Source: an optimization exercise on an open RTL-to-GDS flow (aim: small area). Production flows keep margins and buffers that such runs may drop. RTL that was checked went through simulation tests only; none was proved equivalent to the original. Power and IR drop assume default switching activity.

== rev 12 ==
==> flow/design.v <==
module tensor_interface(
    input               clock,
    input               reset_n,
    input [106:0]       config_in_tdata,
    input               config_in_tvalid,
    output              config_in_tready,
    output [15:0]       ar_addr,
    output reg          ar_valid,
    input               ar_ready,
    input [31:0]        r_data,
    input               r_last,
    input               r_valid,
    output              r_ready,
    output [15:0]       aw_addr,
    output reg          aw_valid,
    input               aw_ready,
    output [31:0]       w_data,
    output              w_last,
    output reg          w_valid,
    input               w_ready,
    input               b_resp,
    input               b_valid,
    output              b_ready,
    output reg [31:0]   out_data,
    output reg          out_last,
    output reg          out_valid,
    input               out_ready
);
localparam [2:0] S_IDLE = 3'd0,
                 S_AR   = 3'd1,
                 S_R1   = 3'd2,    
                 S_R    = 3'd3,
                 S_AW   = 3'd4,
                 S_W1   = 3'd5,    
                 S_W    = 3'd6,
                 S_B    = 3'd7;
reg [2:0]  state, next_state;
reg        flag;          
reg [15:0] wr_left;       
reg [10:0] wr_base;
reg [15:0] addr;          
wire [1:0]  mode = config_in_tdata[106:105];
wire [2:0]  esz  = config_in_tdata[104:102];
wire [39:0] dim  = config_in_tdata[39:0];
wire idle = state == S_IDLE;
wire in_r = state == S_R1 || state == S_R;
wire in_w = state == S_W1 || state == S_W;
wire        sub_d = idle && esz == 3'd7;
wire        a_4d  = idle && (esz == 3'd2 || esz == 3'd5 || esz == 3'd6);
wire        a_8d  = idle && (esz == 3'd3 || esz == 3'd4 || esz == 3'd7);
wire        b_1d  = idle && esz == 3'd5;
wire        b_2d  = idle && (esz == 3'd1 || esz == 3'd6);
wire [18:0] mul_a = ({19{a_4d}} & {dim[16:0], 2'b0}) | ({19{a_8d}} & {dim[15:0], 3'b0}) |
                    ({19{in_w}} & {wr_left, 3'b0});
wire [18:0] mul_b = ({19{b_1d}} & dim[18:0]) | ({19{b_2d}} & {dim[17:0], 1'b0}) |
                    ({19{sub_d}} & ~dim[18:0]) | {{16{in_w}}, 3'b0};
function automatic blk_start(input integer i);
    blk_start = i == 0 || i == 6 || i == 11 || i == 15;
endfunction
genvar gi;
wire [18:0] mul;
wire [18:0] rs, is;        
wire [19:0] rc, ic;        
wire [19:0] bc;            
generate for (gi = 0; gi < 19; gi = gi + 1) begin : g_mul
    wire r_in = gi == 0 ? sub_d : blk_start(gi) ? 1'b0 : rc[gi];
    wire i_in = blk_start(gi) ? 1'b1 : ic[gi];
    assign rs[gi]   = mul_a[gi] ^ mul_b[gi] ^ r_in;
    assign rc[gi+1] = (mul_a[gi] & mul_b[gi]) | (r_in & (mul_a[gi] ^ mul_b[gi]));
    assign is[gi]   = rs[gi] ^ i_in;
    assign ic[gi+1] = rs[gi] & i_in;
    if (gi == 0)
        assign bc[gi] = 1'b0;
    else if (blk_start(gi))
        assign bc[gi] = rc[gi] | (bc[gi-1] & ic[gi]);
    else
        assign bc[gi] = bc[gi-1];
    assign mul[gi] = bc[gi] ? is[gi] : rs[gi];
end endgenerate
wire [15:0] addr_inc;
wire [16:0] addr_c;
assign addr_c[0] = 1'b1;
generate for (gi = 0; gi < 16; gi = gi + 1) begin : g_inc
    assign addr_inc[gi] = addr[gi] ^ addr_c[gi];
    assign addr_c[gi+1] = addr[gi] & addr_c[gi];
end endgenerate
always @(*) begin
    case (state)
        S_IDLE: next_state = !config_in_tvalid ? S_IDLE :
                             mode == 2'd1 ? S_AW :
                             mode[1] ? S_AR : S_IDLE;
        S_AR:   next_state = ar_ready ? S_R1 : S_AR;
        S_R1,
        S_R:    next_state = (r_valid && r_last) ? (flag ? S_AW : S_IDLE) : S_R;
        S_AW:   next_state = aw_ready ? S_W1 : S_AW;
        S_W1,
        S_W:    next_state = (w_ready && flag && wr_left == 16'd1) ? S_B : S_W;
        default: next_state = (b_valid && b_resp) ? S_IDLE : S_B;
    endcase
end
always @(posedge clock) begin
    if (!reset_n) state <= S_IDLE;
    else          state <= next_state;
end
always @(posedge clock) begin
    if (state == S_IDLE) begin
        flag       <= mode[0];
        wr_base    <= config_in_tdata[50:40];
    end
    if (state == S_AW) flag <= |wr_left;
    if (idle || in_w) wr_left <= mul[18:3];
    case (state)
        S_IDLE:     addr <= {5'd0, config_in_tdata[101:91]};
        S_AW:       addr <= {5'd0, wr_base};
        S_R, S_W:   addr <= addr_inc;
        default:    ;
    endcase
    ar_valid <= (state == S_AR && ar_ready) || (in_r && r_valid);
    aw_valid <= (state == S_AW && aw_ready) || (in_w && w_ready);
    if (in_r) begin
        out_data  <= r_data;
        out_valid <= r_valid;
        out_last  <= r_last;
    end
    if (in_w && w_ready) w_valid <= 1'b1;
    if (!reset_n) begin
        out_valid <= 1'b0;
        w_valid   <= 1'b0;
    end
end
assign ar_addr          = addr;
assign aw_addr          = addr;
assign w_data           = 32'd0;
assign w_last           = 1'b0;
assign b_ready          = state == S_B;
assign r_ready          = out_ready && in_r;
assign config_in_tready = state == S_IDLE;
endmodule
==> flow/config.mk <==
export PLATFORM = sky130hd
export DESIGN_NAME = tensor_interface
export DESIGN_NICKNAME = tensor_interface
export VERILOG_FILES = /design/flow/design.v
export SDC_FILE = /design/flow/constraint.sdc
export NUM_CORES = 4
export LEC_CHECK = 0
export CAP_MARGIN = 20
export CORE_MARGIN = 2
export CORE_UTILIZATION = 40
export SLEW_MARGIN = 20
==> flow/constraint.sdc <==
create_clock -name core_clock -period 6.0 [get_ports {clock}]
set_input_delay 1.2000 -clock core_clock [delete_from_list [all_inputs] [get_ports {clock}]]
set_output_delay 1.2000 -clock core_clock [all_outputs]
set_load 0.01 [all_outputs]
standard.sh (not shown) runs the stock make flow with config.mk's settings and CLKGATE_MAP_FILE= SYNTH_SCRIPT=/design/flow/synth_recipe.tcl, a recipe that flattens the netlist after the stock synthesis.
==> flow/flow/run.sh <==
#!/bin/bash
# The standard ORFS layout (standard.sh, the standard flow's own synthesis and steps),
# with two changes to the cells the flow picks:
#  - the port buffers are sky130_fd_sc_hd__buf_1 (buffer_ports -buffer_cell)
#    instead of the delay-cell buffer buffer_ports picks by itself;
#  - clock tree synthesis builds from clkbuf_8 and adds no dummy loads.
# Every step's full output goes to standard.log here; ORFS also keeps its
# per-step logs under orfs/logs.
set -euo pipefail
export BUFFER_PORTS_ARGS="-buffer_cell sky130_fd_sc_hd__buf_1"
export CTS_ARGS="-sink_clustering_enable -repair_clock_nets -dont_use_dummy_load -buf_list sky130_fd_sc_hd__clkbuf_8"
bash standard.sh > standard.log 2>&1
Looking at the reports, rev 12 completed the entire flow and the layout it produced met the timing, design-rule and antenna checks.
For rev 13, these inputs were changed with respect to rev 12:
--- a/flow/design.v
+++ b/flow/design.v
@@ -34,9 +34,10 @@
                  S_W1   = 3'd5,    
                  S_W    = 3'd6,
                  S_B    = 3'd7;
 reg [2:0]  state, next_state;
-reg        flag;          
+reg        rd_then_wr;    
+reg        wr_nz;         
 reg [15:0] wr_left;       
 reg [10:0] wr_base;
 reg [15:0] addr;          
 wire [1:0]  mode = config_in_tdata[106:105];
@@ -44,40 +45,28 @@
 wire [39:0] dim  = config_in_tdata[39:0];
 wire idle = state == S_IDLE;
 wire in_r = state == S_R1 || state == S_R;
 wire in_w = state == S_W1 || state == S_W;
-wire        sub_d = idle && esz == 3'd7;
+wire        e7    = idle && esz == 3'd7;
 wire        a_4d  = idle && (esz == 3'd2 || esz == 3'd5 || esz == 3'd6);
 wire        a_8d  = idle && (esz == 3'd3 || esz == 3'd4 || esz == 3'd7);
 wire        b_1d  = idle && esz == 3'd5;
 wire        b_2d  = idle && (esz == 3'd1 || esz == 3'd6);
 wire [18:0] mul_a = ({19{a_4d}} & {dim[16:0], 2'b0}) | ({19{a_8d}} & {dim[15:0], 3'b0}) |
                     ({19{in_w}} & {wr_left, 3'b0});
 wire [18:0] mul_b = ({19{b_1d}} & dim[18:0]) | ({19{b_2d}} & {dim[17:0], 1'b0}) |
-                    ({19{sub_d}} & ~dim[18:0]) | {{16{in_w}}, 3'b0};
-function automatic blk_start(input integer i);
-    blk_start = i == 0 || i == 6 || i == 11 || i == 15;
-endfunction
+                    ({19{e7}} & ~dim[18:0]) | {{16{in_w}}, 3'b0};
+wire [18:0] mul;
+wire [19:0] cc;
+assign cc[0] = e7;
+assign {cc[7], mul[6:0]} = mul_a[6:0] + mul_b[6:0] + cc[0];
+wire [6:0] s0_1 = mul_a[12:7] + mul_b[12:7];
+wire [6:0] s1_1 = mul_a[12:7] + mul_b[12:7] + 1'b1;
+assign {cc[13], mul[12:7]} = cc[7] ? s1_1 : s0_1;
+wire [6:0] s0_2 = mul_a[18:13] + mul_b[18:13];
+wire [6:0] s1_2 = mul_a[18:13] + mul_b[18:13] + 1'b1;
+assign {cc[19], mul[18:13]} = cc[13] ? s1_2 : s0_2;
 genvar gi;
-wire [18:0] mul;
-wire [18:0] rs, is;        
-wire [19:0] rc, ic;        
-wire [19:0] bc;            
-generate for (gi = 0; gi < 19; gi = gi + 1) begin : g_mul
-    wire r_in = gi == 0 ? sub_d : blk_start(gi) ? 1'b0 : rc[gi];
-    wire i_in = blk_start(gi) ? 1'b1 : ic[gi];
-    assign rs[gi]   = mul_a[gi] ^ mul_b[gi] ^ r_in;
-    assign rc[gi+1] = (mul_a[gi] & mul_b[gi]) | (r_in & (mul_a[gi] ^ mul_b[gi]));
-    assign is[gi]   = rs[gi] ^ i_in;
-    assign ic[gi+1] = rs[gi] & i_in;
-    if (gi == 0)
-        assign bc[gi] = 1'b0;
-    else if (blk_start(gi))
-        assign bc[gi] = rc[gi] | (bc[gi-1] & ic[gi]);
-    else
-        assign bc[gi] = bc[gi-1];
-    assign mul[gi] = bc[gi] ? is[gi] : rs[gi];
-end endgenerate
 wire [15:0] addr_inc;
 wire [16:0] addr_c;
 assign addr_c[0] = 1'b1;
 generate for (gi = 0; gi < 16; gi = gi + 1) begin : g_inc
@@ -90,12 +79,12 @@
                              mode == 2'd1 ? S_AW :
                              mode[1] ? S_AR : S_IDLE;
         S_AR:   next_state = ar_ready ? S_R1 : S_AR;
         S_R1,
-        S_R:    next_state = (r_valid && r_last) ? (flag ? S_AW : S_IDLE) : S_R;
+        S_R:    next_state = (r_valid && r_last) ? (rd_then_wr ? S_AW : S_IDLE) : S_R;
         S_AW:   next_state = aw_ready ? S_W1 : S_AW;
         S_W1,
-        S_W:    next_state = (w_ready && flag && wr_left == 16'd1) ? S_B : S_W;
+        S_W:    next_state = (w_ready && wr_nz && wr_left == 16'd1) ? S_B : S_W;
         default: next_state = (b_valid && b_resp) ? S_IDLE : S_B;
     endcase
 end
 always @(posedge clock) begin
@@ -103,12 +92,12 @@
     else          state <= next_state;
 end
 always @(posedge clock) begin
     if (state == S_IDLE) begin
-        flag       <= mode[0];
+        rd_then_wr <= mode[0];
         wr_base    <= config_in_tdata[50:40];
     end
-    if (state == S_AW) flag <= |wr_left;
+    if (state == S_AW) wr_nz <= |wr_left;
     if (idle || in_w) wr_left <= mul[18:3];
     case (state)
         S_IDLE:     addr <= {5'd0, config_in_tdata[101:91]};
         S_AW:       addr <= {5'd0, wr_base};
--- outcome ---
Rev 13 vs. rev 12: met1 wire length higher, fraction of area in clock buffers and inverters saw little to no change, sequential power share lower. Rev 13 ran to completion and came out clean on the timing, design-rule and antenna checks. Taking rev 12 as the reference, in rev 13 max-slew headroom at the worst pin lost 0.48 points; die area +about 5%.
No functional check of the RTL was part of rev 12.

static timing again, ports no longer ideal:
No port has a modelled driver above. Below, the same layouts with a new extraction and two added sets of constraints.
Step 1 sets driving cells, clkbuf_16 on the clock port and buf_2 on the other inputs (assumed; they add their load-dependent delay and slew).
Step 2 also shifts input and output timing later by t, the mid clock arrival at the registers, as if the neighbouring blocks saw the same clock.
a / b / c = ideal ports / drivers / drivers and shift; a / b = the first two.
| run | t (ns) | setup slack, ns | hold WS [ns] | worst data-port slew with drivers (ns) | cell pins on the clock port's net |
|---|---|---|---|---|---|
| rev 12 | 0.385 | 0.485 / 0.456 / 0.072 | 0.507 / 0.507 / 0.507 | 0.06 | 1 |
| rev 13 | 0.379 | 1.287 / 1.277 / 0.898 | 0.496 / 0.496 / 0.496 | 0.06 | 1 |
After both steps every run listed still meets setup and hold. The setup slack of rev 12, which loses most, moves by -0.029 ns with the drivers and by -0.413 ns with both steps.
